Background: an optimization exercise with open tools, aiming at small area. Do not read the settings as production practice.
RTL that was checked went through simulation tests only; none was proved equivalent to the original.
For runs 3 and 4, only the layout was checked, not whether the RTL still works.
The flow treats the clock pin as an ideal source, which a real chip does not have.
No activity file was given, so power comes from the tool's default toggle rates.

<file path="flow/run.sh">
#!/bin/bash
# Own layout flow: the standard synthesis, an area-oriented re-mapping of its
# combinational logic (registers untouched; the smallest of a few ABC scripts
# is kept), then the standard layout steps with the smallest buffer on the
# ports and a clock tree without dummy loads.
set -euo pipefail
HERE=$(pwd)
RES=$HERE/orfs/results/$FLOW_PLATFORM/parking_management_system/base
LIB=$FLOW_HOME/platforms/sky130hd/lib/sky130_fd_sc_hd__tt_025C_1v80.lib

bash standard.sh synth > $HERE/log_synth.log 2>&1
cp $RES/1_2_yosys.v $HERE/std_1_2_yosys.v

best=""; best_area=""
for s in $HERE/flow/area*.abc; do
  n=$(basename $s .abc)
  mkdir -p $HERE/resyn_$n
  ( LIB=$LIB NET_IN=$HERE/std_1_2_yosys.v NET_OUT=$HERE/resyn_$n/out.v ABC_SCRIPT=$s LOGDIR=$HERE/resyn_$n \
      yosys -c $HERE/flow/resyn.tcl > $HERE/log_resyn_$n.log 2>&1 ) &
done
wait
for s in $HERE/flow/area*.abc; do
  n=$(basename $s .abc)
  [[ -f $HERE/resyn_$n/out.v ]] || continue
  a=$(awk '/Chip area/ {print $NF}' $HERE/resyn_$n/resyn_after.stat)
  echo "$n $a" >> $HERE/resyn_areas.txt
  if [[ -z "$best" ]] || awk -v a=$a -v b=$best_area 'BEGIN{exit !(a<b)}'; then best=$n; best_area=$a; fi
done
echo "chosen $best $best_area" >> $HERE/resyn_areas.txt
cp $HERE/resyn_$best/out.v $RES/1_2_yosys.v
touch $RES/1_2_yosys.v

bash standard.sh BUFFER_PORTS_ARGS="-buffer_cell sky130_fd_sc_hd__buf_1" CTS_ARGS="$(cat $HERE/flow/cts_args)" finish > $HERE/log_finish.log 2>&1
</file>
<file path="flow/area1.abc">
strash; dc2; balance; rewrite; refactor; balance; rewrite; rewrite -z; balance; refactor -z; rewrite -z; balance; dch -f; amap; topo
</file>
<file path="flow/area2.abc">
strash; balance -l; resub -K 6 -l; rewrite -l; resub -K 6 -N 2 -l; refactor -l; resub -K 8 -l; balance -l; resub -K 8 -N 2 -l; rewrite -l; resub -K 10 -l; rewrite -z -l; resub -K 10 -N 2 -l; balance -l; resub -K 12 -l; refactor -z -l; resub -K 12 -N 2 -l; rewrite -z -l; balance -l; balance -l; resub -K 6 -l; rewrite -l; resub -K 6 -N 2 -l; refactor -l; resub -K 8 -l; balance -l; resub -K 8 -N 2 -l; rewrite -l; resub -K 10 -l; rewrite -z -l; resub -K 10 -N 2 -l; balance -l; resub -K 12 -l; refactor -z -l; resub -K 12 -N 2 -l; rewrite -z -l; balance -l; dch -f; amap; topo
</file>
<file path="flow/area3.abc">
strash; &get -n; &deepsyn -T 20; &put; &get -n; &dch -f; &nf -R 1000; &put; topo
</file>
<file path="flow/area4.abc">
strash; &get -n; &deepsyn -T 20 -S 7; &put; dch -f; amap; topo
</file>
<file path="flow/cts_args">
-sink_clustering_enable -repair_clock_nets -dont_use_dummy_load -buf_list sky130_fd_sc_hd__clkbuf_8 -sink_clustering_size 50 -sink_clustering_max_diameter 500
</file>
<file path="flow/resyn.tcl">
# Re-map the combinational logic of the standard synthesis netlist for area.
# The flip-flops (and their instance names) are kept exactly as synthesised.
yosys -import
set lib $::env(LIB)
read_liberty -ignore_miss_func $lib
read_verilog $::env(NET_IN)
hierarchy -top $::env(FLOW_TOP)
blackbox sky130_fd_sc_hd__df* sky130_fd_sc_hd__conb_1
flatten
opt_clean -purge
tee -o $::env(LOGDIR)/resyn_before.stat stat -liberty $lib
abc -liberty $lib -dont_use sky130_fd_sc_hd__probe_p_8 -dont_use sky130_fd_sc_hd__probec_p_8 -dont_use sky130_fd_sc_hd__lpflow_* -script $::env(ABC_SCRIPT)
opt_clean -purge
hilomap -singleton -hicell sky130_fd_sc_hd__conb_1 HI -locell sky130_fd_sc_hd__conb_1 LO
opt_clean -purge
tee -o $::env(LOGDIR)/resyn_after.stat stat -liberty $lib
write_verilog -noattr -nohex -nodec $::env(NET_OUT)
</file>
<file path="standard.sh">
#!/bin/bash
# synth_recipe.tcl (not shown) runs the flow's synth.tcl, then flattens the netlist and writes it again
# the make line also repeats each setting of config.mk as NAME=value (left out here)
make -C /OpenROAD-flow-scripts/flow DESIGN_CONFIG=/design/flow/config.mk WORK_HOME=/design/flow/orfs CLKGATE_MAP_FILE= SYNTH_SCRIPT=/design/flow/synth_recipe.tcl "${@:-finish}"
</file>
<file path="config.mk">
export PLATFORM = sky130hd
export DESIGN_NAME = parking_management_system
export DESIGN_NICKNAME = parking_management_system
export VERILOG_FILES = /design/flow/design.v
export SDC_FILE = /design/flow/constraint.sdc
export NUM_CORES = 4
export LEC_CHECK = 0
export CAP_MARGIN = 20
export CORE_MARGIN = 2
export CORE_UTILIZATION = 40
export SLEW_MARGIN = 20
</file>
<file path="constraint.sdc">
create_clock -name core_clock -period 10.0 [get_ports {clk}]
set_input_delay 2.0000 -clock core_clock [delete_from_list [all_inputs] [get_ports {clk}]]
set_output_delay 2.0000 -clock core_clock [all_outputs]
set_load 0.01 [all_outputs]
</file>
<file path="design.v">
module parking_management_system (
    input wire clk,
    input wire reset,
    input wire car_entered,
    input wire car_exited,
    input wire is_uni_car_entered,
    input wire is_uni_car_exited,
    output wire [9:0] uni_parked_car,
    output wire [9:0] parked_car,
    output wire [9:0] uni_vacated_space,
    output wire [9:0] vacated_space,
    output reg uni_is_vacated_space,
    output reg is_vacated_space
);
    reg [8:0] uni_cnt;
    reg [8:0] non_cnt;
    assign uni_parked_car    = {1'b0, uni_cnt};
    assign parked_car        = {1'b0, non_cnt};
    assign uni_vacated_space = 10'd500 - {1'b0, uni_cnt};
    assign vacated_space     = 10'd200 - {1'b0, non_cnt};
    reg [18:0] lfsr;
    reg [2:0]  seg;    
    wire hit      = ((lfsr ^ 19'h10821) & 19'h6fdfd) == 19'd0;
    wire seg_last = seg[2] & ~seg[1];
    wire [18:0] lfsr_next = {lfsr[17:0], lfsr[18] ^ lfsr[4] ^ lfsr[1] ^ lfsr[0]} ^ {13'd0, hit, 5'd0};
    reg non_full;
    always @(*) begin
        case (seg)
            3'b011:  non_full = &{non_cnt[7:3], non_cnt[1]};                            
            3'b111:  non_full = &{non_cnt[8], non_cnt[5], non_cnt[3], non_cnt[2]};      
            3'b110:  non_full = &{non_cnt[8], non_cnt[6], non_cnt[4:1]};                
            3'b100:  non_full = &{non_cnt[8:4], non_cnt[2]};                            
            default: non_full = &{non_cnt[7:6], non_cnt[3]};                            
        endcase
    end
    wire uni_room = ~&{uni_cnt[8:4], uni_cnt[2]};
    wire tot_room = ({1'b0, uni_cnt} + {1'b0, non_cnt}) < 10'd700;
    wire uni_ok   = uni_room & tot_room;
    wire non_ok   = ~non_full & tot_room;
    wire uni_in   = car_entered & is_uni_car_entered;
    wire uni_out  = ~uni_in & car_exited & is_uni_car_exited;
    wire non_in   = car_entered & ~is_uni_car_entered & ~(car_exited & is_uni_car_exited);
    wire non_out  = ~car_entered & car_exited & ~is_uni_car_exited;
    wire uni_nz = |uni_cnt;
    wire non_nz = |non_cnt;
    wire uni_en = uni_in ? uni_ok : (uni_out & uni_nz);
    wire non_en = non_in ? non_ok : (non_out & non_nz);
    wire [8:0] uni_x = uni_cnt ^ {9{~uni_in}};
    wire [8:0] non_x = non_cnt ^ {9{~non_in}};
    wire [8:0] uni_tgl, non_tgl;
    assign uni_tgl[0] = uni_en;
    assign non_tgl[0] = non_en;
    genvar gi;
    generate for (gi = 1; gi < 9; gi = gi + 1) begin : g_tgl
        assign uni_tgl[gi] = uni_tgl[gi-1] & uni_x[gi-1];
        assign non_tgl[gi] = non_tgl[gi-1] & non_x[gi-1];
    end endgenerate
    always @(posedge clk or posedge reset) begin
        if (reset) begin
            uni_cnt <= 9'd0;
            non_cnt <= 9'd0;
            uni_is_vacated_space <= 1'b1;
            is_vacated_space <= 1'b1;
            lfsr <= 19'h28418;
            seg <= 3'b000;
        end else begin
            lfsr <= lfsr_next;
            if (hit & ~seg_last)
                seg <= {seg[1:0], ~seg[2]};
            uni_cnt <= uni_cnt ^ uni_tgl;
            non_cnt <= non_cnt ^ non_tgl;
            if (uni_in | non_in) begin
                uni_is_vacated_space <= uni_ok;
                is_vacated_space <= non_ok;
            end else begin
                if (uni_out & uni_nz) uni_is_vacated_space <= 1'b1;
                if (non_out & non_nz) is_vacated_space <= 1'b1;
            end
        end
    end
endmodule
</file>
==> results of run 1 <==
## registers in the layout (all words and copies together) (netlist names)
register              count
uni_is_vacated_space      1
seg                       3
non_cnt                   9
uni_cnt                   9
is_vacated_space          1
lfsr                     19
## layer usage
| layer | vias to the layer above | track usage, % | wire length [um] |
|---|---|---|---|
| li1 | 782 | - | - |
| met1 | 696 | 24.3 | 2180 |
| met2 | 36 | 22.7 | 1740 |
| met3 | 5 | 4.02 | 183 |
| met4 | 0 | 5.26 | 43 |
| met5 | - | 0 | 0 |
## cell usage in the layout (no fill, tap or decap), types with 2 or more instances in the layout
cell type and instances:
sky130_fd_sc_hd__buf_1 45, sky130_fd_sc_hd__dfrtp_1 35, sky130_fd_sc_hd__xnor2_1 20, sky130_fd_sc_hd__xor2_1 16, sky130_fd_sc_hd__nor2_1 16, sky130_fd_sc_hd__nand2_1 14, sky130_fd_sc_hd__o21ai_0 11, sky130_fd_sc_hd__a21oi_1 7
sky130_fd_sc_hd__dfstp_2 7, sky130_fd_sc_hd__nand2b_1 6, sky130_fd_sc_hd__clkbuf_8 5, sky130_fd_sc_hd__nor3_1 4, sky130_fd_sc_hd__nand3_1 4, sky130_fd_sc_hd__nor2b_1 4, sky130_fd_sc_hd__a21o_1 4, sky130_fd_sc_hd__clkinv_1 3
sky130_fd_sc_hd__or3_1 3, sky130_fd_sc_hd__and2_0 3, sky130_fd_sc_hd__o22a_1 3, sky130_fd_sc_hd__nor4_1 3, sky130_fd_sc_hd__nand4_1 3, sky130_fd_sc_hd__a211oi_1 2, sky130_fd_sc_hd__a32o_1 2, sky130_fd_sc_hd__and3_1 2
sky130_fd_sc_hd__mux2i_1 2, sky130_fd_sc_hd__nor4b_1 2, sky130_fd_sc_hd__or2_0 2, sky130_fd_sc_hd__o2111ai_1 2, sky130_fd_sc_hd__conb_1 2
## cell type report
type | count | area [um^2] | area share, %
inverters | 3 | 11.3 | 0.477
repair buffers | 46 | 176 | 7.48
multi-input cells | 148 | 960 | 40.7
flip-flops and latches | 42 | 1060 | 44.9
clock buffers | 5 | 68.8 | 2.92
well taps | 67 | 83.8 | 3.55
## worst min path at each step
stage / from / to / slack, ns / cells after the start
after global placement: lfsr[9]$_DFF_PP0_ / lfsr[10]$_DFF_PP1_ / 0.34 / 0
after detailed placement: lfsr[16]$_DFF_PP0_ / lfsr[17]$_DFF_PP1_ / 0.34 / 0
after floorplan: lfsr[9]$_DFF_PP0_ / lfsr[10]$_DFF_PP1_ / 0.33 / 0
final: lfsr[9]$_DFF_PP0_ / lfsr[10]$_DFF_PP1_ / 0.36 / 0
after global routing: lfsr[9]$_DFF_PP0_ / lfsr[10]$_DFF_PP1_ / 0.37 / 0
after CTS: lfsr[7]$_DFF_PP0_ / lfsr[8]$_DFF_PP0_ / 0.36 / 0
## through the flow
step	area, um^2	hold WS, ns	util, %	worst slack (ns)
final	2360	0.359	49.0	5.88
after global routing	2360	0.367	49.0	5.67
after CTS	2360	0.360	49.0	5.85
after detailed placement	2290	0.342	47.6	6.02
after global placement	2290	0.337	47.6	6.02
after floorplan	2030	0.333	-	6.30
## power by group through the flow
| stage | combinational, uW | clock (uW) | sequential [uW] |
|---|---|---|---|
| after CTS | 325 | 101 | 308 |
| after floorplan | 212 | 0 | 305 |
| final | 320 | 95.5 | 308 |
| after detailed placement | 322 | 0 | 312 |
| after global placement | 324 | 0 | 310 |
| after global routing | 360 | 106 | 321 |
==> results.cfg, run 1 <==
[worst_setup_path]
cp-end-kind = output pin
critical_path.startpoint = non_cnt[1]$_DFF_PP0_
rr_endpoint = non_cnt[8]$_DFF_PP0_
rr_worst_depth = 12
cp-endpoint = vacated_space[8]
cp_num_buf_inv = 1
critical_path_start_type = register
worstPathRequired_ns = 8.00
delay_contributed_by_the_slowest_stage_of_the_critical_path_ns = 0.51
regToRegStartpoint = non_cnt[1]$_DFF_PP0_
arrival_time_of_the_worst_setup_path_ns = 2.12
critPathKind = register to output pin
crit_family = simple AND/OR/NAND/NOR gates
crit_fanout = 11
crit_slowest_cell = sky130_fd_sc_hd__dfrtp_1
setup.reg_to_reg.worst_slack_ns = 6.83
cp_cell_sequence = o31ai_1, nor2b_1, nand2b_1, nand3_1, xnor2_1, buf_1
worstSetupPathDepth = 6

[power_and_ir_drop]
vdd_ir_drop_max_mv = 0.152
p_leak_uw = 0.00101
power_per_cell_area_nw_per_um2 = 307
post-layout-total-power_uw = 724
power.share.switching_pct = 45.8
clockPowerShare_pct = 13.2
combPwrFrac_pct = 44.3
intPower_uw = 393
p_switching_uw = 331
power_frac_seq_pct = 42.5

[clock_network]
cts_htree_levels = 2
cts_hold_repair.buffers = 0
post_cts.repair.setup_buffers = 0
clock_transition_at_the_register_clock_pins_on_the_worst_setup_and_hold_paths_after_cts_ns = 0.09
numClockSinks = 42
maximum_number_of_buffers_from_clock_root_to_sink = 2
cts.root.buffer_cell = sky130_fd_sc_hd__clkbuf_8
cts_made_buffers = 5
insertion_delay_ns = 0.29
cts_repair_resize_count = 0
tritoncts = yes

[yosys]
number_of_instances_in_the_synthesized_netlist = 192
avgSynthCellArea_um2 = 10.6
syn_area_um2 = 2030
ys.warnings.count = 1

[hold_path]
hold_path.class = register to register

[grt]
wire_length_of_the_first_global_routing_pass_mm = 6.82
grt_antenna_before_repair = 0
vias_in_the_first_global_route = 1399
grt_usage_pct = 16.1
largest_net_degree_at_the_start_of_global_routing = 43
grt.overflow.total = 0

[timing]
hold_violations = 0
timing.final.setup_violations = 0
finalCriticalPeriod_ns = 4.12
fmax_mhz = 243
slew_headroom_pct = 64.7
finClkSkew_ns = 0.0224
tightestPinTransition_ns = 0.530
maxSlewViolCount = 0
fin_setup_tns_ns = 0
post-route-period-util_pct = 41.2
setup_repair_after_global_routing_missed_its_margin = false

[die]
core_region_area_um2 = 4820
num_rows = 25
io_pins = 48
die-width_um = 75.2
initial_utilization_pct = 42.1
die-area_um2 = 5650
die_height_um = 75.2

[layout]
final_net_count = 252
post_route_cells_drive_above_1_share_pct = 5.33
fill_cells = 471
instances_no_fill = 311
diodes = 0
synth_to_layout_area_growth_pct = 16.4

[detailed_routing]
detailedRoute.firstPassIterationCount = 4
wl_mm = 4.14
via_count = 1519
average_wire_length_per_cell_after_detail_routing_um = 13.3
drtAntennaViolNets = 0
via_per_inst = 4.88
post-route-drc-count = 0
drt-initial-drc-count = 74

[placed_design]
detailedPlacementHpwl_mm = 3.00
gp_congestion = 0.800
place.detailed.instances = 306
place.port_buffers = 45

[job]
max-cap-violations = 0

[run_status]
run_status = no timing/DRC/antenna violations
==> run 2: changes to the inputs <==
--- a/design.v
+++ b/design.v
@@ -18,3 +18,3 @@
     assign parked_car        = {1'b0, non_cnt};
-    assign uni_vacated_space = 10'd500 - {1'b0, uni_cnt};
+    assign uni_vacated_space = {1'b0, 9'd500 - uni_cnt};   
     assign vacated_space     = 10'd200 - {1'b0, non_cnt};
==> results.cfg, run 2 <==
[detailed_routing]
wl_mm = 4.61
post-route-drc-count = 0
via_count = 1826
average_wire_length_per_cell_after_detail_routing_um = 12.4
drt-initial-drc-count = 96
drtAntennaViolNets = 0
detailedRoute.firstPassIterationCount = 4
via_per_inst = 4.92

[clock_network]
cts_htree_levels = 2
cts_made_buffers = 5
maximum_number_of_buffers_from_clock_root_to_sink = 2
cts.root.buffer_cell = sky130_fd_sc_hd__clkbuf_8
numClockSinks = 42
clock_transition_at_the_register_clock_pins_on_the_worst_setup_and_hold_paths_after_cts_ns = 0.07
post_cts.repair.setup_buffers = 0
cts_repair_resize_count = 0
insertion_delay_ns = 0.29
tritoncts = yes
cts_hold_repair.buffers = 0

[grt]
grt_antenna_before_repair = 0
grt_util_met2_pct = 24.5
wire_length_of_the_first_global_routing_pass_mm = 7.29
global_route.usage.met1_pct = 25.7
globalRoute.busiestLayer = met1
largest_net_degree_at_the_start_of_global_routing = 43
grt_usage_pct = 17.1
globalRouteMet3Util_pct = 4.50
vias_in_the_first_global_route = 1542
grt.overflow.total = 0

[die]
core_region_area_um2 = 5010
num_rows = 26
initial_utilization_pct = 40.9
die_height_um = 75.6
die-area_um2 = 5710
die-width_um = 75.6
io_pins = 48

[worst_setup_path]
cp_num_buf_inv = 6
crit_family = simple AND/OR/NAND/NOR gates
delay_contributed_by_the_slowest_stage_of_the_critical_path_ns = 0.41
critical_path_start_type = register
crit_slowest_cell = sky130_fd_sc_hd__dfrtp_1
worstPathRequired_ns = 8.00
cpMostUsedCell = sky130_fd_sc_hd__nor2_1
cp-end-kind = output pin
crit_fanout = 7
setup.reg_to_reg.worst_slack_ns = 6.92
critPathKind = register to output pin
arrival_time_of_the_worst_setup_path_ns = 2.37
cp_cell_sequence = clkinv_1, nor2_1, nor2_1, nor2_1, clkinv_1, nor2_1, clkinv_1, nor2_1, clkinv_1, nor2_1, clkinv_1, o22ai_1, buf_1

[timing]
hold_violations = 0
finalCriticalPeriod_ns = 4.37
timing.final.setup_violations = 0
holdWs_ns = 0.357
maxSlewViolCount = 0
post-route-period-util_pct = 43.7
finClkSkew_ns = 0.0169
fmax_mhz = 229
setup_repair_after_global_routing_missed_its_margin = false
setup_slack_ns = 5.63
slew_headroom_pct = 64.9
tightestPinTransition_ns = 0.526
fin_setup_tns_ns = 0

[layout]
largest_register_ffs = 19
synth_to_layout_area_growth_pct = 16.4
top_register_by_number_of_flip_flops = lfsr
layout.cells.most_common_list = sky130_fd_sc_hd__nor2_1, sky130_fd_sc_hd__buf_1, sky130_fd_sc_hd__clkinv_1
diodes = 0
final_common_cell = sky130_fd_sc_hd__nor2_1
reg_top3 = lfsr (19), non_cnt (9), uni_cnt (9)
seqCellArea_um2 = 1060
fill_cells = 512
final_net_count = 309
multi_input_comb_area_um2 = 850
post_route_cells_drive_above_1_share_pct = 4.32

[job]
max-cap-violations = 0

[yosys]
ys.warnings.count = 1
avgSynthCellArea_um2 = 8.23
number_of_instances_in_the_synthesized_netlist = 249
syn_area_um2 = 2050

[power_and_ir_drop]
p_leak_uw = 0.000958
vdd_ir_drop_max_mv = 0.141
post-layout-total-power_uw = 735
power_per_cell_area_nw_per_um2 = 308

[run_status]
run_status = no timing/DRC/antenna violations

[placed_design]
place.port_buffers = 44
place_worst_setup_slack_ns = 5.92
detailedPlacementHpwl_mm = 3.60
gp_congestion = 0.842

[hold_path]
hold_path.class = register to register
run 2: report_power, final:
part	switching (uW)	internal [uW]	leakage [uW]
clock network	51.0	45.0	0.0000359
logic	247	125	0.000401
registers	59.8	208	0.000521
total	357	378	0.000958
run 2: final timing paths:
path / from / end / cells past startpoint
min: lfsr[9]$_DFF_PP0_ / lfsr[10]$_DFF_PP1_ / 0
max in group asynchronous: reset / uni_cnt[4]$_DFF_PP0_ / 3
min reg2reg: lfsr[9]$_DFF_PP0_ / lfsr[10]$_DFF_PP1_ / 0
max: uni_cnt[2]$_DFF_PP0_ / uni_vacated_space[8] / 13
min in group asynchronous: reset / uni_cnt[0]$_DFF_PP0_ / 3
max reg2reg: non_cnt[0]$_DFF_PP0_ / non_cnt[7]$_DFF_PP0_ / 17
run 2: area by class of cell:
| class | instances | share of cell area [%] |
|---|---|---|
| inverters | 39 | 6.14 |
| well taps | 70 | 3.67 |
| clock buffers | 5 | 2.89 |
| repair buffers | 45 | 7.24 |
| flip-flops and latches | 42 | 44.4 |
| multi-input cells | 170 | 35.6 |
run 2: metrics by stage:
stage,instance area (um^2),instances,util [%]
6_report,2380,371,47.6
5_1_grt,2380,371,47.6
4_1_cts,2380,371,47.6
3_5_place_dp,2320,366,46.2
3_3_place_gp,2320,366,46.2
2_1_floorplan,2060,251,-
run 2: worst register-to-register path: stages, from the launching register on:
cell and delay [ns]:
sky130_fd_sc_hd__dfrtp_1 0.47, sky130_fd_sc_hd__nor2_1 0.18, sky130_fd_sc_hd__clkinv_1 0.09, sky130_fd_sc_hd__nor2_1 0.16
sky130_fd_sc_hd__nor2_1 0.09, sky130_fd_sc_hd__nor2_1 0.15, sky130_fd_sc_hd__clkinv_1 0.11, sky130_fd_sc_hd__nor2_1 0.18
sky130_fd_sc_hd__clkinv_1 0.10, sky130_fd_sc_hd__nor3_1 0.29, sky130_fd_sc_hd__a31oi_1 0.19, sky130_fd_sc_hd__o22ai_1 0.30
sky130_fd_sc_hd__clkinv_1 0.13, sky130_fd_sc_hd__o221ai_1 0.15, sky130_fd_sc_hd__nor2_1 0.16, sky130_fd_sc_hd__nand2_1 0.10
sky130_fd_sc_hd__nand2_1 0.05, sky130_fd_sc_hd__o21ai_0 0.08
run 2: per-layer routing:
layer	part of all wire [%]	vias to the layer above
li1	-	971
met1	53	811
met2	41	39
met3	4.1	5
met4	1.2	0
met5	0	-
==> run 3: changes to the inputs <==
--- a/design.v
+++ b/design.v
@@ -43,16 +43,22 @@
     wire non_out  = ~car_entered & car_exited & ~is_uni_car_exited;
-    wire uni_nz = |uni_cnt;
-    wire non_nz = |non_cnt;
-    wire uni_en = uni_in ? uni_ok : (uni_out & uni_nz);
-    wire non_en = non_in ? non_ok : (non_out & non_nz);
-    wire [8:0] uni_x = uni_cnt ^ {9{~uni_in}};
-    wire [8:0] non_x = non_cnt ^ {9{~non_in}};
-    wire [8:0] uni_tgl, non_tgl;
-    assign uni_tgl[0] = uni_en;
-    assign non_tgl[0] = non_en;
+    wire [9:0] uni_ones, uni_zero, non_ones, non_zero;
+    assign uni_ones[0] = 1'b1;
+    assign uni_zero[0] = 1'b1;
+    assign non_ones[0] = 1'b1;
+    assign non_zero[0] = 1'b1;
     genvar gi;
-    generate for (gi = 1; gi < 9; gi = gi + 1) begin : g_tgl
-        assign uni_tgl[gi] = uni_tgl[gi-1] & uni_x[gi-1];
-        assign non_tgl[gi] = non_tgl[gi-1] & non_x[gi-1];
+    generate for (gi = 0; gi < 9; gi = gi + 1) begin : g_chain
+        assign uni_ones[gi+1] = uni_ones[gi] & uni_cnt[gi];
+        assign uni_zero[gi+1] = uni_zero[gi] & ~uni_cnt[gi];
+        assign non_ones[gi+1] = non_ones[gi] & non_cnt[gi];
+        assign non_zero[gi+1] = non_zero[gi] & ~non_cnt[gi];
     end endgenerate
+    wire uni_nz = ~uni_zero[9];
+    wire non_nz = ~non_zero[9];
+    wire uni_up = uni_in & uni_ok;
+    wire uni_dn = uni_out & uni_nz;
+    wire non_up = non_in & non_ok;
+    wire non_dn = non_out & non_nz;
+    wire [8:0] uni_tgl = ({9{uni_up}} & uni_ones[8:0]) | ({9{uni_dn}} & uni_zero[8:0]);
+    wire [8:0] non_tgl = ({9{non_up}} & non_ones[8:0]) | ({9{non_dn}} & non_zero[8:0]);
     always @(posedge clk or posedge reset) begin
==> flow/run.sh (replaced) <==
#!/bin/bash
# Own layout flow:
#  1. the standard synthesis (standard.sh synth);
#  2. an area-oriented re-mapping of its combinational logic with ABC
#     (registers, their names and cell types untouched): two passes of four
#     differently seeded runs each, keeping the smallest netlist;
#  3. the standard layout steps, with the smallest buffer on the ports, a
#     clock tree without dummy loads and its buffers resized afterwards.
# Each tool writes its full output to a log_*.log file here.
set -euo pipefail
HERE=$(pwd)
RES=$HERE/orfs/results/$FLOW_PLATFORM/parking_management_system/base
LIB=$FLOW_HOME/platforms/sky130hd/lib/sky130_fd_sc_hd__tt_025C_1v80.lib

bash standard.sh synth > $HERE/log_synth.log 2>&1
cp $RES/1_2_yosys.v $HERE/std_1_2_yosys.v

best=$HERE/std_1_2_yosys.v; best_area=1e99
resyn_pass() {  # $1 = pass name, $2 = input netlist
  local p=$1 in=$2 s n a
  for s in $HERE/flow/${p}_*.abc; do
    n=$(basename $s .abc)
    mkdir -p $HERE/resyn_$n
    ( LIB=$LIB NET_IN=$in NET_OUT=$HERE/resyn_$n/out.v ABC_SCRIPT=$s LOGDIR=$HERE/resyn_$n \
        yosys -c $HERE/flow/resyn.tcl > $HERE/log_resyn_$n.log 2>&1 || true ) &
  done
  wait
  for s in $HERE/flow/${p}_*.abc; do
    n=$(basename $s .abc)
    [[ -f $HERE/resyn_$n/out.v && -f $HERE/resyn_$n/resyn_after.stat ]] || continue
    a=$(awk '/Chip area/ {print $NF}' $HERE/resyn_$n/resyn_after.stat)
    echo "$n $a" >> $HERE/resyn_areas.txt
    if awk -v a=$a -v b=$best_area 'BEGIN{exit !(a<b)}'; then best=$HERE/resyn_$n/out.v; best_area=$a; fi
  done
}
resyn_pass p1 $HERE/std_1_2_yosys.v
resyn_pass p2 $best
echo "chosen $best $best_area" >> $HERE/resyn_areas.txt
cp $best $RES/1_2_yosys.v
touch $RES/1_2_yosys.v

bash standard.sh BUFFER_PORTS_ARGS="-buffer_cell sky130_fd_sc_hd__buf_1" CTS_ARGS="$(cat $HERE/flow/cts_args)" \
  POST_CTS_TCL=$HERE/flow/post_cts.tcl $(cat $HERE/flow/clk_cells) finish > $HERE/log_finish.log 2>&1
==> flow/clk_cells (new file) <==
CLK_LEAF_CELL=sky130_fd_sc_hd__clkbuf_4 CLK_ROOT_CELL=sky130_fd_sc_hd__clkbuf_4
==> flow/p1_1.abc (new file) <==
strash; &get -n; &deepsyn -T 60 -S 1; &put; &get -n; &dch -f; &nf -R 1000; &put; topo
==> flow/p1_2.abc (new file) <==
strash; &get -n; &deepsyn -T 60 -S 2; &put; &get -n; &dch -f; &nf -R 1000; &put; topo
==> flow/p1_3.abc (new file) <==
strash; &get -n; &deepsyn -T 60 -S 3; &put; &get -n; &dch -f; &nf -R 1000; &put; topo
==> flow/p1_4.abc (new file) <==
strash; &get -n; &deepsyn -T 60 -S 4; &put; &get -n; &dch -f; &nf -R 1000; &put; topo
==> flow/p2_1.abc (new file) <==
strash; &get -n; &deepsyn -T 60 -S 11; &put; &get -n; &dch -f; &nf -R 1000; &put; topo
==> flow/p2_2.abc (new file) <==
strash; &get -n; &deepsyn -T 60 -S 12; &put; &get -n; &dch -f; &nf -R 1000; &put; topo
==> flow/p2_3.abc (new file) <==
strash; &get -n; &deepsyn -T 60 -S 13; &put; &get -n; &dch -f; &nf -R 1000; &put; topo
==> flow/p2_4.abc (new file) <==
strash; &get -n; &deepsyn -T 60 -S 14; &put; &get -n; &dch -f; &nf -R 1000; &put; topo
==> flow/post_cts.tcl (new file) <==
# Resize the clock buffers CTS made: the root to CLK_ROOT_CELL and the
# buffers it drives to CLK_LEAF_CELL (when those are set).
set db [ord::get_db]
set block [ord::get_db_block]
set clk_port_net [$block findNet clk]
set roots {}
foreach it [$clk_port_net getITerms] {
  set inst [$it getInst]
  if {[string match "sky130_fd_sc_hd__clkbuf_*" [[$inst getMaster] getName]]} { lappend roots $inst }
}
foreach root $roots {
  set rnet [[$root findITerm X] getNet]
  if {[info exists ::env(CLK_LEAF_CELL)]} {
    set m [$db findMaster $::env(CLK_LEAF_CELL)]
    foreach it [$rnet getITerms] {
      set inst [$it getInst]
      if {$inst eq $root} continue
      if {[string match "sky130_fd_sc_hd__clkbuf_*" [[$inst getMaster] getName]]} {
        $inst swapMaster $m
        puts "post_cts: [$inst getName] -> $::env(CLK_LEAF_CELL)"
      }
    }
  }
  if {[info exists ::env(CLK_ROOT_CELL)]} {
    $root swapMaster [$db findMaster $::env(CLK_ROOT_CELL)]
    puts "post_cts: [$root getName] -> $::env(CLK_ROOT_CELL)"
  }
}
detailed_placement
estimate_parasitics -placement
report_clock_skew
report_check_types -max_slew -max_capacitance -violators
removed: flow/area1.abc
removed: flow/area2.abc
removed: flow/area3.abc
removed: flow/area4.abc
==> results.cfg, run 3 <==
[grt]
vias_in_the_first_global_route = 1408
largest_net_degree_at_the_start_of_global_routing = 43
grt_usage_pct = 16.9
grt.overflow.total = 0
grt_antenna_before_repair = 0
wire_length_of_the_first_global_routing_pass_mm = 6.96

[worst_setup_path]
cp_cell_sequence = buf_1, o21ai_0, a2111o_1, or2_0, nand2_1, o21ai_0, nor2_1, o21ai_0, or3_1, or2_0, nand2b_1, xnor2_1
cpMostUsedCell = sky130_fd_sc_hd__o21ai_0
crit_family = simple AND/OR/NAND/NOR gates
cp_num_buf_inv = 1
critPathKind = primary input to register
cp-end-kind = register
arrival_time_of_the_worst_setup_path_ns = 4.58
crit_slowest_cell = sky130_fd_sc_hd__a2111o_1
worstPathRequired_ns = 10.21
delay_contributed_by_the_slowest_stage_of_the_critical_path_ns = 0.45
critical_path_start_type = primary input
crit_fanout = 4

[detailed_routing]
detailedRoute.firstPassIterationCount = 4
via_count = 1571
wl_mm = 4.14
post-route-drc-count = 0
via_per_inst = 5.05
drt-initial-drc-count = 89
drtAntennaViolNets = 0
average_wire_length_per_cell_after_detail_routing_um = 13.3

[yosys]
syn_area_um2 = 2000
number_of_instances_in_the_synthesized_netlist = 192
ys.warnings.count = 1
avgSynthCellArea_um2 = 10.4

[die]
core_region_area_um2 = 4750
io_pins = 48
initial_utilization_pct = 42.0
die_height_um = 74.7
die-width_um = 74.7
num_rows = 25
die-area_um2 = 5570

[timing]
fmax_mhz = 229
slew_headroom_pct = 65.1
fin_setup_tns_ns = 0
setup_repair_after_global_routing_missed_its_margin = false
finalCriticalPeriod_ns = 4.37
finClkSkew_ns = 0.0231
tightestPinTransition_ns = 0.519
maxSlewViolCount = 0
timing.final.setup_violations = 0
post-route-period-util_pct = 43.7
holdWs_ns = 0.366
hold_violations = 0

[placed_design]
gp_congestion = 0.780
post_dp_cell_area_um2 = 2260
place.port_buffers = 44
detailedPlacementHpwl_mm = 3.03

[run_status]
run_status = no timing/DRC/antenna violations

[job]
max-cap-violations = 0

[hold_path]
hold_path.class = register to register

[clock_network]
clock_transition_at_the_register_clock_pins_on_the_worst_setup_and_hold_paths_after_cts_ns = 0.11
insertion_delay_ns = 0.35
numClockSinks = 42
tritoncts = yes

[power_and_ir_drop]
p_leak_uw = 0.000954
post-layout-total-power_uw = 677
vdd_ir_drop_max_mv = 0.115
power_per_cell_area_nw_per_um2 = 294

[layout]
final_design_area_no_fill_um2 = 2300
utilization_pct = 48.3
fill_cells = 472
layout.cells.most_common_list = sky130_fd_sc_hd__buf_1, sky130_fd_sc_hd__dfrtp_1, sky130_fd_sc_hd__o21ai_0
post_route_cells_drive_above_1_share_pct = 5.33
top_register_by_number_of_flip_flops = lfsr
final_common_cell = sky130_fd_sc_hd__buf_1
synth_to_layout_area_growth_pct = 15.1
diodes = 0
final_net_count = 252
largest_register_ffs = 19
reg_top3 = lfsr (19), non_cnt (9), uni_cnt (9)
[run 3: routing by layer]
metal | GRT usage [%] | part of all wire, % | vias up
li1 | - | - | 778
met1 | 25.7 | 53 | 744
met2 | 23.6 | 41 | 44
met3 | 4.02 | 4.3 | 5
met4 | 5.95 | 1.5 | 0
met5 | 0 | 0 | -
[run 3: per-stage QoR]
step | instances | worst slack (ns)
6_report | 311 | 5.63
5_1_grt | 311 | 5.32
3_5_place_dp | 306 | 5.27
3_3_place_gp | 306 | 5.38
2_1_floorplan | 194 | 5.65
[run 3: path summary, 6_finish.rpt]
path                       depth (start not counted)  slack [ns]            startpoint                    to
max in group asynchronous                          3        7.91                 reset  non_cnt[4]$_DFF_PP0_
hold / removal                                     0        0.37    lfsr[16]$_DFF_PP0_    lfsr[17]$_DFF_PP1_
hold reg to reg                                    0        0.37    lfsr[16]$_DFF_PP0_    lfsr[17]$_DFF_PP1_
setup reg to reg                                  11        6.36  non_cnt[1]$_DFF_PP0_  non_cnt[7]$_DFF_PP0_
min in group asynchronous                          3        1.71                 reset     lfsr[9]$_DFF_PP0_
setup / recovery                                  12        5.63    is_uni_car_entered  non_cnt[7]$_DFF_PP0_
[run 3: worst register-to-register path: cells and delay by family (launching register included)]
| family | cells | cell delay, ns |
|---|---|---|
| XOR/XNOR | 2 | 0.39 |
| AND/OR/NAND/NOR | 7 | 2.19 |
| flip-flops | 1 | 0.49 |
| AO/OA/AOI/OAI | 2 | 0.42 |
[run 3: where the power goes]
group	total [uW]	switching [uW]	internal [uW]
Clock	71.3	47.7	23.5
Combinational	306	176	130
Sequential	299	94.8	204
[run 3: cell type report]
cell class | instances | area, um^2 | area share [%]
Multi-Input combinational cell | 147 | 926 | 40.3
Tap cell | 67 | 83.8 | 3.65
Clock buffer | 5 | 37.5 | 1.63
Inverter | 5 | 18.8 | 0.817
Sequential cell | 42 | 1060 | 46.1
Timing Repair Buffer | 45 | 173 | 7.51
==> run 4: changes to the inputs <==
==> flow/clk_cells (replaced) <==
CLK_LEAF_CELL=sky130_fd_sc_hd__clkbuf_4
==> results.cfg, run 4 <==
[run_status]
run_status = no timing/DRC/antenna violations

[power_and_ir_drop]
clockPowerShare_pct = 11.1
power_frac_seq_pct = 44.0
intPower_uw = 362
p_switching_uw = 319
power.share.switching_pct = 46.8
power_per_cell_area_nw_per_um2 = 296
p_leak_uw = 0.000957
vdd_ir_drop_max_mv = 0.115
combPwrFrac_pct = 45.0

[yosys]
ys.warnings.count = 1
number_of_instances_in_the_synthesized_netlist = 192
syn_area_um2 = 2000
avgSynthCellArea_um2 = 10.4

[die]
initial_utilization_pct = 42.0
num_rows = 25
die-width_um = 74.7
io_pins = 48
die-area_um2 = 5570
die_height_um = 74.7
core_region_area_um2 = 4750

[layout]
diodes = 0
fill_cells = 473
synth_to_layout_area_growth_pct = 15.4
final_design_area_no_fill_um2 = 2300
final_net_count = 252
final_common_cell = sky130_fd_sc_hd__buf_1
layout.cells.most_common_list = sky130_fd_sc_hd__buf_1, sky130_fd_sc_hd__dfrtp_1, sky130_fd_sc_hd__o21ai_0
reg_top3 = lfsr (19), non_cnt (9), uni_cnt (9)
top_register_by_number_of_flip_flops = lfsr
post_route_cells_drive_above_1_share_pct = 5.33
largest_register_ffs = 19

[worst_setup_path]
crit_fanout = 4
critical_path_start_type = primary input
regToRegStartpoint = non_cnt[1]$_DFF_PP0_
rr_endpoint = non_cnt[7]$_DFF_PP0_
critPathKind = primary input to register
worstPathRequired_ns = 10.18
setup.reg_to_reg.worst_slack_ns = 6.36
arrival_time_of_the_worst_setup_path_ns = 4.59
cp-end-kind = register
rr_worst_depth = 11

[clock_network]
insertion_delay_ns = 0.32
clock_transition_at_the_register_clock_pins_on_the_worst_setup_and_hold_paths_after_cts_ns = 0.11
numClockSinks = 42
tritoncts = yes

[grt]
grt.overflow.total = 0
grt_usage_pct = 16.9
largest_net_degree_at_the_start_of_global_routing = 43
grt_antenna_before_repair = 0
vias_in_the_first_global_route = 1408
wire_length_of_the_first_global_routing_pass_mm = 6.96

[timing]
maxSlewViolCount = 0
timing.final.setup_violations = 0
slew_headroom_pct = 65.1
fmax_mhz = 227
hold_violations = 0
tightestPinTransition_ns = 0.519
finalCriticalPeriod_ns = 4.41
finClkSkew_ns = 0.0245
fin_setup_tns_ns = 0
setup_repair_after_global_routing_missed_its_margin = false
post-route-period-util_pct = 44.1

[placed_design]
place.port_buffers = 44
gp_congestion = 0.780
post_dp_cell_area_um2 = 2260
detailedPlacementHpwl_mm = 3.03

[hold_path]
worst_hold_startpoint = lfsr[16]$_DFF_PP0_
hold_path_depth = 0
hold_path.class = register to register
holdPathEnd = lfsr[17]$_DFF_PP1_

[detailed_routing]
drt-initial-drc-count = 90
drtAntennaViolNets = 0
average_wire_length_per_cell_after_detail_routing_um = 13.3
wl_mm = 4.13
post-route-drc-count = 0
via_count = 1576
via_per_inst = 5.07
detailedRoute.firstPassIterationCount = 4

[job]
max-cap-violations = 0
-- run 4: layout make-up --
cell class / instances / area, um^2 / share of cell area [%]
flip-flops and latches: 42 / 1060 / 46.0
multi-input cells: 147 / 926 / 40.2
repair buffers: 45 / 173 / 7.49
well taps: 67 / 83.8 / 3.64
clock buffers: 5 / 43.8 / 1.90
inverters: 5 / 18.8 / 0.814
-- run 4: how the worst max path moves through the flow --
stage                  startpoint              endpoint  cells past startpoint
2_1_floorplan   is_uni_car_exited  non_cnt[7]$_DFF_PP0_                     12
3_3_place_gp   is_uni_car_entered  non_cnt[7]$_DFF_PP0_                     12
3_5_place_dp   is_uni_car_entered  non_cnt[7]$_DFF_PP0_                     12
5_1_grt        is_uni_car_entered  non_cnt[7]$_DFF_PP0_                     12
6_report       is_uni_car_entered  non_cnt[7]$_DFF_PP0_                     12
-- run 4: critical path, cell delays in order --
cell and delay [ns]:
sky130_fd_sc_hd__buf_1 0.13, sky130_fd_sc_hd__o21ai_0 0.19, sky130_fd_sc_hd__a2111o_1 0.45, sky130_fd_sc_hd__or2_0 0.22
sky130_fd_sc_hd__nand2_1 0.07, sky130_fd_sc_hd__o21ai_0 0.12, sky130_fd_sc_hd__nor2_1 0.19, sky130_fd_sc_hd__o21ai_0 0.21
sky130_fd_sc_hd__or3_1 0.43, sky130_fd_sc_hd__or2_0 0.29, sky130_fd_sc_hd__nand2b_1 0.18, sky130_fd_sc_hd__xnor2_1 0.12
-- run 4: stage by stage --
stage | setup slack (ns) | utilization, % | power [uW] | cells | hold slack [ns]
after floorplan | 5.65 | - | 495 | 194 | 0.333
after global placement | 5.38 | 47.6 | 611 | 306 | 0.335
after detailed placement | 5.27 | 47.6 | 613 | 306 | 0.340
after global routing | 5.28 | 48.5 | 747 | 311 | 0.375
final | 5.59 | 48.5 | 681 | 311 | 0.366
-- run 4: per-layer routing --
| layer | global-route usage (%) | vias to the layer above | wire (um) |
|---|---|---|---|
| met2 | 23.6 | 44 | 1700 |
| met5 | 0 | - | 0 |
| met4 | 5.95 | 0 | 63 |
| met1 | 25.7 | 747 | 2190 |
| met3 | 4.02 | 6 | 183 |
| li1 | - | 779 | - |
-- run 4: power by group through the flow --
stage | logic [uW] | clock network (uW) | registers (uW)
global route | 347 | 87.0 | 313
detailed placement | 310 | 0 | 303
finish | 306 | 75.4 | 299
global placement | 309 | 0 | 302
floorplan | 198 | 0 | 297
==> run 5: changes to the inputs <==
--- a/design.v
+++ b/design.v
@@ -14,2 +14,3 @@
 );
+    genvar gi;
     reg [8:0] uni_cnt;
@@ -36,3 +37,12 @@
     wire uni_room = ~&{uni_cnt[8:4], uni_cnt[2]};
-    wire tot_room = ({1'b0, uni_cnt} + {1'b0, non_cnt}) < 10'd700;
+    localparam [9:0] TOT_K = 10'd324;
+    wire [9:0] tot_s = {1'b0, uni_cnt} ^ {1'b0, non_cnt} ^ TOT_K;
+    wire [9:0] tot_g = ({1'b0, uni_cnt} & {1'b0, non_cnt}) | (({1'b0, uni_cnt} | {1'b0, non_cnt}) & TOT_K);
+    wire [10:0] tot_c;
+    assign tot_c[0] = 1'b0;
+    generate for (gi = 0; gi < 10; gi = gi + 1) begin : g_tot
+        wire b = (gi == 0) ? 1'b0 : tot_g[gi-1];
+        assign tot_c[gi+1] = (tot_s[gi] & b) | (tot_c[gi] & (tot_s[gi] | b));
+    end endgenerate
+    wire tot_room = ~(tot_c[10] | tot_g[9]);
     wire uni_ok   = uni_room & tot_room;
@@ -48,3 +58,2 @@
     assign non_zero[0] = 1'b1;
-    genvar gi;
     generate for (gi = 0; gi < 9; gi = gi + 1) begin : g_chain
==> flow/clk_cells (replaced) <==
CLK_ROOT_CELL=sky130_fd_sc_hd__clkbuf_4
==> results.cfg, run 5 <==
[yosys]
syn_area_um2 = 1970
number_of_instances_in_the_synthesized_netlist = 184
ys.warnings.count = 1
avgSynthCellArea_um2 = 10.7

[timing]
finalCriticalPeriod_ns = 4.27
fin_setup_tns_ns = 0
setup_repair_after_global_routing_missed_its_margin = false
setup_slack_ns = 5.73
maxSlewViolCount = 0
hold_violations = 0
finClkSkew_ns = 0.0243
slew_headroom_pct = 65.7
timing.final.setup_violations = 0
tightestPinTransition_ns = 0.515
post-route-period-util_pct = 42.7
holdWs_ns = 0.357
fmax_mhz = 234

[job]
max-cap-violations = 0

[detailed_routing]
average_wire_length_per_cell_after_detail_routing_um = 13.5
via_count = 1504
met3_length_um = 173
via_per_inst = 4.96
wl_met1_mm = 2.19
post-route-drc-count = 0
wl_mm = 4.09
drtAntennaViolNets = 0
detailedRoute.firstPassIterationCount = 4
met2_length_mm = 1.69
drt-initial-drc-count = 61
top_layer_used = met4

[clock_network]
clock_transition_at_the_register_clock_pins_on_the_worst_setup_and_hold_paths_after_cts_ns = 0.08
numClockSinks = 42
insertion_delay_ns = 0.33
tritoncts = yes

[worst_setup_path]
crit_family = simple AND/OR/NAND/NOR gates
cp_num_buf_inv = 1
cp_cell_sequence = nor3_1, nand2b_1, nor2b_1, nand2b_1, nand3_1, xnor2_1, buf_1
arrival_time_of_the_worst_setup_path_ns = 2.27
critPathKind = register to output pin
delay_contributed_by_the_slowest_stage_of_the_critical_path_ns = 0.52
worstPathRequired_ns = 8.00
crit_slowest_cell = sky130_fd_sc_hd__dfrtp_1
cp-end-kind = output pin
critical_path_start_type = register
cpMostUsedCell = sky130_fd_sc_hd__nand2b_1
crit_fanout = 9

[power_and_ir_drop]
intPower_uw = 365
combPwrFrac_pct = 43.2
power.share.switching_pct = 45.9
p_leak_uw = 0.000987
vdd_ir_drop_max_mv = 0.185
post-layout-total-power_uw = 674
p_switching_uw = 309
power_frac_seq_pct = 43.3
clockPowerShare_pct = 13.5
power_per_cell_area_nw_per_um2 = 294

[layout]
multi_input_comb_area_um2 = 901
seqCellArea_um2 = 1060
post_route_cells_drive_above_1_share_pct = 5.51
synth_to_layout_area_growth_pct = 16.6
final_net_count = 244
utilization_pct = 48.6
top_register_by_number_of_flip_flops = lfsr
reg_top3 = lfsr (19), non_cnt (9), uni_cnt (9)
diodes = 0
fill_cells = 470
largest_register_ffs = 19
final_common_cell = sky130_fd_sc_hd__buf_1
layout.cells.most_common_list = sky130_fd_sc_hd__buf_1, sky130_fd_sc_hd__dfrtp_1, sky130_fd_sc_hd__nand2_1, sky130_fd_sc_hd__xnor2_1, sky130_fd_sc_hd__xor2_1

[grt]
largest_net_degree_at_the_start_of_global_routing = 43
grt_usage_pct = 16.7
grt_antenna_before_repair = 0
wire_length_of_the_first_global_routing_pass_mm = 6.89
grt.overflow.total = 0
vias_in_the_first_global_route = 1348

[hold_path]
hold_path.class = register to register

[placed_design]
detailedPlacementHpwl_mm = 3.04
gp_congestion = 0.788
place.port_buffers = 44
place_worst_setup_slack_ns = 5.70

[die]
die-area_um2 = 5500
core_region_area_um2 = 4720
die-width_um = 74.1
num_rows = 25
io_pins = 48
die_height_um = 74.1
initial_utilization_pct = 41.7

[run_status]
run_status = no timing/DRC/antenna violations
## run 5: per-stage QoR
step           instances  cell area [um^2]
6_report             303              2290
5_1_grt              303              2290
3_5_place_dp         298              2230
3_3_place_gp         298              2230
2_1_floorplan        186              1980
## run 5: worst reg2reg max path: cells and delay by family (launching register included)
family | cells | cell delay (ns)
AND/OR/NAND/NOR | 11 | 2.36
multiplexers | 1 | 0.23
XOR/XNOR | 1 | 0.13
flip-flops | 1 | 0.57
## run 5: final timing paths
| check | from | end | slack [ns] | depth (start not counted) |
|---|---|---|---|---|
| setup / recovery | non_cnt[0]$_DFF_PP0_ | vacated_space[8] | 5.73 | 7 |
| hold reg to reg | lfsr[16]$_DFF_PP0_ | lfsr[17]$_DFF_PP1_ | 0.36 | 0 |
| setup reg to reg | non_cnt[0]$_DFF_PP0_ | non_cnt[7]$_DFF_PP0_ | 6.60 | 13 |
| hold / removal | lfsr[16]$_DFF_PP0_ | lfsr[17]$_DFF_PP1_ | 0.36 | 0 |
| max in group asynchronous | reset | uni_is_vacated_space$_DFFE_PP1P_ | 7.86 | 3 |
| min in group asynchronous | reset | lfsr[12]$_DFF_PP0_ | 1.75 | 3 |
## run 5: power by group through the flow
stage          Clock (uW)  Sequential [uW]  Combinational, uW
3_3_place_gp            0              294                295
6_report             90.8              292                291
2_1_floorplan           0              291                187
3_5_place_dp            0              294                295
5_1_grt               101              304                330
## run 5: cell type report
| class | count | area share, % |
|---|---|---|
| Inverter | 4 | 0.654 |
| Clock buffer | 5 | 2.73 |
| Multi-Input combinational cell | 140 | 39.3 |
| Timing Repair Buffer | 45 | 7.52 |
| Tap cell | 67 | 3.65 |
| Sequential cell | 42 | 46.2 |
## run 5: per-layer routing
metal	track usage, %	up-vias
met5	0	-
met1	26.5	711
met2	22.1	31
met3	4.34	4
li1	-	758
met4	4.85	0
==> run 6: changes to the inputs <==
--- a/flow/run.sh
+++ b/flow/run.sh
@@ -4,6 +4,8 @@
 #  2. an area-oriented re-mapping of its combinational logic with ABC
-#     (registers, their names and cell types untouched): two passes of four
-#     differently seeded runs each, keeping the smallest netlist;
+#     (registers, their names and cell types untouched): three passes of four
+#     differently seeded runs each, every pass starting from the smallest
+#     netlist so far, keeping the smallest;
 #  3. the standard layout steps, with the smallest buffer on the ports, a
-#     clock tree without dummy loads and its buffers resized afterwards.
+#     clock tree without dummy loads, its root and its lightly loaded leaf
+#     buffers resized afterwards.
 # Each tool writes its full output to a log_*.log file here.
@@ -37,2 +39,3 @@
 resyn_pass p2 $best
+resyn_pass p3 $best
 echo "chosen $best $best_area" >> $HERE/resyn_areas.txt
==> flow/clk_cells (replaced) <==
CLK_ROOT_CELL=sky130_fd_sc_hd__clkbuf_4 CLK_SMALL_LEAF_CELL=sky130_fd_sc_hd__clkbuf_4 CLK_SMALL_LEAF_SINKS=10
==> flow/p1_1.abc (replaced) <==
strash; &get -n; &deepsyn -T 90 -S 11; &put; &get -n; &dch -f; &nf -R 1000; &put; topo
==> flow/p1_2.abc (replaced) <==
strash; &get -n; &deepsyn -T 90 -S 12; &put; &get -n; &dch -f; &nf -R 1000; &put; topo
==> flow/p1_3.abc (replaced) <==
strash; &get -n; &deepsyn -T 90 -S 13; &put; dch -f; amap; topo
==> flow/p1_4.abc (replaced) <==
strash; &get -n; &deepsyn -T 90 -S 14; &put; dch -f; amap; topo
==> flow/p2_1.abc (replaced) <==
strash; &get -n; &deepsyn -T 90 -S 21; &put; &get -n; &dch -f; &nf -R 1000; &put; topo
==> flow/p2_2.abc (replaced) <==
strash; &get -n; &deepsyn -T 90 -S 22; &put; &get -n; &dch -f; &nf -R 1000; &put; topo
==> flow/p2_3.abc (replaced) <==
strash; &get -n; &deepsyn -T 90 -S 23; &put; dch -f; amap; topo
==> flow/p2_4.abc (replaced) <==
strash; &get -n; &deepsyn -T 90 -S 24; &put; dch -f; amap; topo
==> flow/p3_1.abc (new file) <==
strash; &get -n; &deepsyn -T 90 -S 31; &put; &get -n; &dch -f; &nf -R 1000; &put; topo
==> flow/p3_2.abc (new file) <==
strash; &get -n; &deepsyn -T 90 -S 32; &put; &get -n; &dch -f; &nf -R 1000; &put; topo
==> flow/p3_3.abc (new file) <==
strash; &get -n; &deepsyn -T 90 -S 33; &put; dch -f; amap; topo
==> flow/p3_4.abc (new file) <==
strash; &get -n; &deepsyn -T 90 -S 34; &put; dch -f; amap; topo
--- a/flow/post_cts.tcl
+++ b/flow/post_cts.tcl
@@ -1,3 +1,4 @@
-# Resize the clock buffers CTS made: the root to CLK_ROOT_CELL and the
-# buffers it drives to CLK_LEAF_CELL (when those are set).
+# Resize the clock buffers CTS made: the root to CLK_ROOT_CELL, and each
+# buffer it drives to CLK_SMALL_LEAF_CELL when that buffer drives at most
+# CLK_SMALL_LEAF_SINKS clock pins.
 set db [ord::get_db]
@@ -12,4 +13,4 @@
   set rnet [[$root findITerm X] getNet]
-  if {[info exists ::env(CLK_LEAF_CELL)]} {
-    set m [$db findMaster $::env(CLK_LEAF_CELL)]
+  if {[info exists ::env(CLK_SMALL_LEAF_CELL)]} {
+    set m [$db findMaster $::env(CLK_SMALL_LEAF_CELL)]
     foreach it [$rnet getITerms] {
@@ -17,5 +18,9 @@
       if {$inst eq $root} continue
-      if {[string match "sky130_fd_sc_hd__clkbuf_*" [[$inst getMaster] getName]]} {
+      if {![string match "sky130_fd_sc_hd__clkbuf_*" [[$inst getMaster] getName]]} continue
+      set sinks [expr {[llength [[[$inst findITerm X] getNet] getITerms]] - 1}]
+      if {$sinks <= $::env(CLK_SMALL_LEAF_SINKS)} {
         $inst swapMaster $m
-        puts "post_cts: [$inst getName] -> $::env(CLK_LEAF_CELL)"
+        puts "post_cts: [$inst getName] ($sinks sinks) -> $::env(CLK_SMALL_LEAF_CELL)"
+      } else {
+        puts "post_cts: [$inst getName] ($sinks sinks) kept"
       }
==> results.cfg, run 6 <==
[power_and_ir_drop]
power_per_cell_area_nw_per_um2 = 311
p_leak_uw = 0.000965
vdd_ir_drop_max_mv = 0.157
post-layout-total-power_uw = 709

[worst_setup_path]
worstPathRequired_ns = 8.00
crit_fanout = 9
delay_contributed_by_the_slowest_stage_of_the_critical_path_ns = 0.52
critical_path_start_type = register
cp-end-kind = output pin
cp_num_buf_inv = 1
worstSetupPathDepth = 7
arrival_time_of_the_worst_setup_path_ns = 2.34
rr_worst_depth = 17
cp_cell_sequence = nor3_1, nand2b_1, nor2b_1, nand2_1, nand3_1, xnor2_1, buf_1
crit_slowest_cell = sky130_fd_sc_hd__dfrtp_1
crit_family = simple AND/OR/NAND/NOR gates
critPathKind = register to output pin

[layout]
instances_no_fill = 310
layout.cells.most_common_list = sky130_fd_sc_hd__buf_1, sky130_fd_sc_hd__dfrtp_1, sky130_fd_sc_hd__nand2_1
largest_register_ffs = 19
reg_top3 = lfsr (19), non_cnt (9), uni_cnt (9)
synth_to_layout_area_growth_pct = 15.6
final_common_cell = sky130_fd_sc_hd__buf_1
top_register_by_number_of_flip_flops = lfsr
diodes = 0
seqCellArea_um2 = 1060
fill_cells = 461
utilization_pct = 48.2
final_net_count = 251
post_route_cells_drive_above_1_share_pct = 5.35
multi_input_comb_area_um2 = 893

[grt]
grt_antenna_before_repair = 0
vias_in_the_first_global_route = 1454
grt_usage_pct = 17.2
largest_net_degree_at_the_start_of_global_routing = 43
grt.overflow.total = 0
wire_length_of_the_first_global_routing_pass_mm = 7.17

[detailed_routing]
detailedRoute.firstPassIterationCount = 4
post-route-drc-count = 0
drt-initial-drc-count = 100
via_per_inst = 5.13
via_count = 1590
drtAntennaViolNets = 0
average_wire_length_per_cell_after_detail_routing_um = 13.7
wl_mm = 4.25

[yosys]
number_of_instances_in_the_synthesized_netlist = 191
avgSynthCellArea_um2 = 10.3
ys.warnings.count = 1
syn_area_um2 = 1970

[clock_network]
clock_transition_at_the_register_clock_pins_on_the_worst_setup_and_hold_paths_after_cts_ns = 0.10
tritoncts = yes
insertion_delay_ns = 0.34
numClockSinks = 42

[timing]
timing.final.setup_violations = 0
hold_violations = 0
setup_repair_after_global_routing_missed_its_margin = false
fin_setup_tns_ns = 0
slew_headroom_pct = 65.4
finalCriticalPeriod_ns = 4.34
finClkSkew_ns = 0.0184
maxSlewViolCount = 0
setup_slack_ns = 5.66
tightestPinTransition_ns = 0.519
fmax_mhz = 230
post-route-period-util_pct = 43.4

[die]
core_region_area_um2 = 4720
die_height_um = 74.1
die-area_um2 = 5500
num_rows = 25
die-width_um = 74.1
io_pins = 48
initial_utilization_pct = 41.7

[placed_design]
detailedPlacementHpwl_mm = 3.09
place_worst_setup_slack_ns = 5.67
gp_congestion = 0.810
place.port_buffers = 44
place.detailed.instances = 305

[job]
max-cap-violations = 0

[hold_path]
hold_path.class = register to register
hold_path_depth = 0

[run_status]
run_status = no timing/DRC/antenna violations
## run 6: layout make-up
| class | instances | area share, % |
|---|---|---|
| tap | 67 | 3.68 |
| sequential | 42 | 46.6 |
| inverter | 6 | 0.990 |
| clock buffer | 5 | 1.92 |
| multi-input combinational | 145 | 39.3 |
| timing repair buffer | 45 | 7.59 |
## run 6: worst paths after layout
| kind | from | endpoint | slack (ns) |
|---|---|---|---|
| min in group asynchronous | reset | non_cnt[6]$_DFF_PP0_ | 1.74 |
| setup reg to reg | non_cnt[1]$_DFF_PP0_ | non_cnt[7]$_DFF_PP0_ | 6.32 |
| hold reg to reg | lfsr[3]$_DFF_PP1_ | lfsr[4]$_DFF_PP1_ | 0.37 |
| setup / recovery | non_cnt[1]$_DFF_PP0_ | vacated_space[8] | 5.66 |
| hold / removal | lfsr[3]$_DFF_PP1_ | lfsr[4]$_DFF_PP1_ | 0.37 |
| max in group asynchronous | reset | lfsr[15]$_DFF_PP1_ | 7.87 |
## run 6: metal layers
layer | part of all wire, % | up-vias | global-route usage, %
met3 | 4.9 | 9 | 3.12
li1 | - | 769 | -
met4 | 2.0 | 0 | 7.27
met2 | 43 | 50 | 24.2
met5 | 0 | - | 0
met1 | 50 | 762 | 26.2
## run 6: power by group
part           switching [uW]  internal, uW
clock network            50.3          27.9
registers                94.1           206
logic                     193           137
total                     338           371
## run 6: through the flow
stage	hold slack, ns	cell area, um^2
2_1_floorplan	0.333	1980
6_report	0.370	2280
3_5_place_dp	0.348	2230
5_1_grt	0.376	2280
3_3_place_gp	0.333	2230
==> run 7: changes to the inputs <==
--- a/design.v
+++ b/design.v
@@ -21,7 +21,8 @@
     assign vacated_space     = 10'd200 - {1'b0, non_cnt};
-    reg [18:0] lfsr;
+    reg [17:0] lfsr;
+    reg        half;
     reg [2:0]  seg;    
-    wire hit      = ((lfsr ^ 19'h10821) & 19'h6fdfd) == 19'd0;
+    wire hit      = ((lfsr ^ 18'h0a33c) & 18'h3dbf7) == 18'd0;
     wire seg_last = seg[2] & ~seg[1];
-    wire [18:0] lfsr_next = {lfsr[17:0], lfsr[18] ^ lfsr[4] ^ lfsr[1] ^ lfsr[0]} ^ {13'd0, hit, 5'd0};
+    wire [17:0] lfsr_next = {lfsr[16:0], lfsr[17] ^ lfsr[6]} ^ {7'd0, hit, 10'd0};
     reg non_full;
@@ -78,3 +79,4 @@
             is_vacated_space <= 1'b1;
-            lfsr <= 19'h28418;
+            lfsr <= 18'h0509e;
+            half <= 1'b0;
             seg <= 3'b000;
@@ -82,4 +84,7 @@
             lfsr <= lfsr_next;
-            if (hit & ~seg_last)
-                seg <= {seg[1:0], ~seg[2]};
+            if (hit & ~seg_last) begin
+                half <= ~half;
+                if (half)
+                    seg <= {seg[1:0], ~seg[2]};
+            end
             uni_cnt <= uni_cnt ^ uni_tgl;
==> results.cfg, run 7 <==
[layout]
diodes = 0
final_design_area_no_fill_um2 = 2270
layout.cells.most_common_list = sky130_fd_sc_hd__nor2_1, sky130_fd_sc_hd__buf_1, sky130_fd_sc_hd__clkinv_1
post_route_cells_drive_above_1_share_pct = 5.38
largest_register_ffs = 18
final_common_cell = sky130_fd_sc_hd__nor2_1
reg_top3 = lfsr (18), non_cnt (9), uni_cnt (9)
final_net_count = 287
utilization_pct = 48.0
synth_to_layout_area_growth_pct = 16.1
instances_no_fill = 346
top_register_by_number_of_flip_flops = lfsr

[timing]
tightestPinTransition_ns = 0.620
fin_setup_tns_ns = 0
timing.final.setup_violations = 0
finalCriticalPeriod_ns = 4.35
fmax_mhz = 230
post-route-period-util_pct = 43.5
maxSlewViolCount = 0
setup_repair_after_global_routing_missed_its_margin = false
finClkSkew_ns = 0.0157
slew_headroom_pct = 58.1
hold_violations = 0

[hold_path]
worst_hold_startpoint = lfsr[3]$_DFF_PP1_
hold_path.class = register to register
holdPathEnd = lfsr[4]$_DFF_PP1_
hold_path_depth = 0

[detailed_routing]
average_wire_length_per_cell_after_detail_routing_um = 12.6
drtAntennaViolNets = 0
met3_length_um = 191
via_count = 1715
via_per_inst = 4.96
met2_length_mm = 1.91
drt-initial-drc-count = 91
top_layer_used = met4
detailedRoute.firstPassIterationCount = 4
wl_met1_mm = 2.18
post-route-drc-count = 0
wl_mm = 4.35

[grt]
grt_usage_pct = 17.8
wire_length_of_the_first_global_routing_pass_mm = 7.37
largest_net_degree_at_the_start_of_global_routing = 43
vias_in_the_first_global_route = 1539
grt.overflow.total = 0
grt_antenna_before_repair = 0

[clock_network]
tritoncts = yes
insertion_delay_ns = 0.33
clock_transition_at_the_register_clock_pins_on_the_worst_setup_and_hold_paths_after_cts_ns = 0.09
numClockSinks = 42

[die]
core_region_area_um2 = 4720
initial_utilization_pct = 41.3
io_pins = 48
die-width_um = 73.9
die-area_um2 = 5450
die_height_um = 73.9
num_rows = 25

[placed_design]
gp_congestion = 0.790
place.detailed.instances = 341
detailedPlacementHpwl_mm = 3.33
place.port_buffers = 44
post_dp_cell_area_um2 = 2220

[run_status]
run_status = no timing/DRC/antenna violations

[worst_setup_path]
cp-end-kind = output pin
critical_path_start_type = register
arrival_time_of_the_worst_setup_path_ns = 2.35
worstPathRequired_ns = 8.00
rr_endpoint = uni_cnt[8]$_DFF_PP0_
setup.reg_to_reg.worst_slack_ns = 6.08
regToRegStartpoint = non_cnt[1]$_DFF_PP0_
rr_worst_depth = 22
crit_fanout = 7
critPathKind = register to output pin

[yosys]
number_of_instances_in_the_synthesized_netlist = 227
syn_area_um2 = 1950
avgSynthCellArea_um2 = 8.60
ys.warnings.count = 1

[power_and_ir_drop]
p_leak_uw = 0.000887
power_per_cell_area_nw_per_um2 = 306
vdd_ir_drop_max_mv = 0.140

[job]
max-cap-violations = 0
[run 7: critical path, cell delays in order, from the launching register on]
cell                       delay [ns]
sky130_fd_sc_hd__dfrtp_1         0.47
sky130_fd_sc_hd__nor2_1          0.17
sky130_fd_sc_hd__clkinv_1        0.10
sky130_fd_sc_hd__nor2_1          0.21
sky130_fd_sc_hd__nor2_1          0.10
sky130_fd_sc_hd__nor2_1          0.14
sky130_fd_sc_hd__clkinv_1        0.10
sky130_fd_sc_hd__nor2_1          0.20
sky130_fd_sc_hd__nor2_1          0.08
sky130_fd_sc_hd__clkinv_1        0.06
sky130_fd_sc_hd__nor2_1          0.05
sky130_fd_sc_hd__a22oi_1         0.15
sky130_fd_sc_hd__buf_1           0.17
[run 7: cell type report]
type / instances / area (um^2)
clock buffer: 5 / 50.0
multi-input combinational: 152 / 766
tap: 67 / 83.8
timing repair buffer: 45 / 173
fill: 480 / 2460
inverter: 35 / 131
sequential: 42 / 1060
[run 7: power breakdown]
part	switching, uW	internal (uW)
Combinational	219	120
Sequential	64.9	208
Clock	49.7	32.1
Total	333	359
[run 7: worst max path at each step]
stage                               from              endpoint  slack [ns]  cells after the start
floorplan             is_uni_car_entered  uni_cnt[8]$_DFF_PP0_        5.99                     15
global placement             car_entered  uni_cnt[8]$_DFF_PP0_        5.70                     16
detailed placement           car_entered  uni_cnt[8]$_DFF_PP0_        5.56                     16
global route        non_cnt[1]$_DFF_PP0_      vacated_space[8]        5.30                     12
finish              non_cnt[1]$_DFF_PP0_      vacated_space[8]        5.65                     12
[run 7: through the flow]
stage / setup slack (ns) / total power, uW / hold WS (ns)
global placement: 5.70 / 617 / 0.335
detailed placement: 5.56 / 617 / 0.347
finish: 5.65 / 693 / 0.358
global route: 5.30 / 764 / 0.368
floorplan: 5.99 / 498 / 0.331
[run 7: metal layers]
layer	vias to the layer above	GRT usage, %
met2	36	24.7
met3	8	4.12
met5	-	0
met1	781	27.1
met4	0	6.26
li1	890	-

## separate check: timing with driven ports
No port has a modelled driver above. Below, the same layouts with a new extraction and two added sets of constraints. Step 1 (the two cells are an assumption about what drives the block):
set clk [get_ports {clk}]
set_driving_cell -lib_cell sky130_fd_sc_hd__clkbuf_16 $clk
set_driving_cell -lib_cell sky130_fd_sc_hd__buf_2 [delete_from_list [all_inputs] $clk]
Step 2 adds t to the input delays and takes it off the output delays; t is the mean of the earliest and latest rising clock arrival at the registers after step 1. Input paths then give back, and output paths get back, about the clock's delay inside the block. a / b / c = ideal ports / drivers / drivers and shift; a / b = the first two.
| run | shift t [ns] | slack for setup (ns) | hold slack, ns | worst data-port slew with drivers (ns) | cell pins on the clock port's net |
|---|---|---|---|---|---|
| run 1 | 0.310 | 5.884 / 5.857 / 6.017 | 0.359 / 0.359 / 0.359 | 0.03 | 1 |
| run 2 | 0.312 | 5.627 / 5.598 / 5.910 | 0.357 / 0.357 / 0.357 | 0.03 | 1 |
| run 3 | 0.363 | 5.628 / 5.632 / 5.268 | 0.366 / 0.366 / 0.366 | 0.03 | 1 |
| run 4 | 0.330 | 5.591 / 5.597 / 5.267 | 0.366 / 0.366 / 0.366 | 0.03 | 1 |
| run 5 | 0.344 | 5.735 / 5.711 / 5.678 | 0.357 / 0.357 / 0.357 | 0.03 | 1 |
| run 6 | 0.359 | 5.659 / 5.634 / 5.700 | 0.370 / 0.370 / 0.370 | 0.03 | 1 |
| run 7 | 0.352 | 5.653 / 5.627 / 5.539 | 0.358 / 0.358 / 0.358 | 0.04 | 1 |
After both steps setup and hold are still met in every run listed. The setup slack of run 3, which loses most, moves by +0.004 ns with the drivers and by -0.360 ns with both steps.
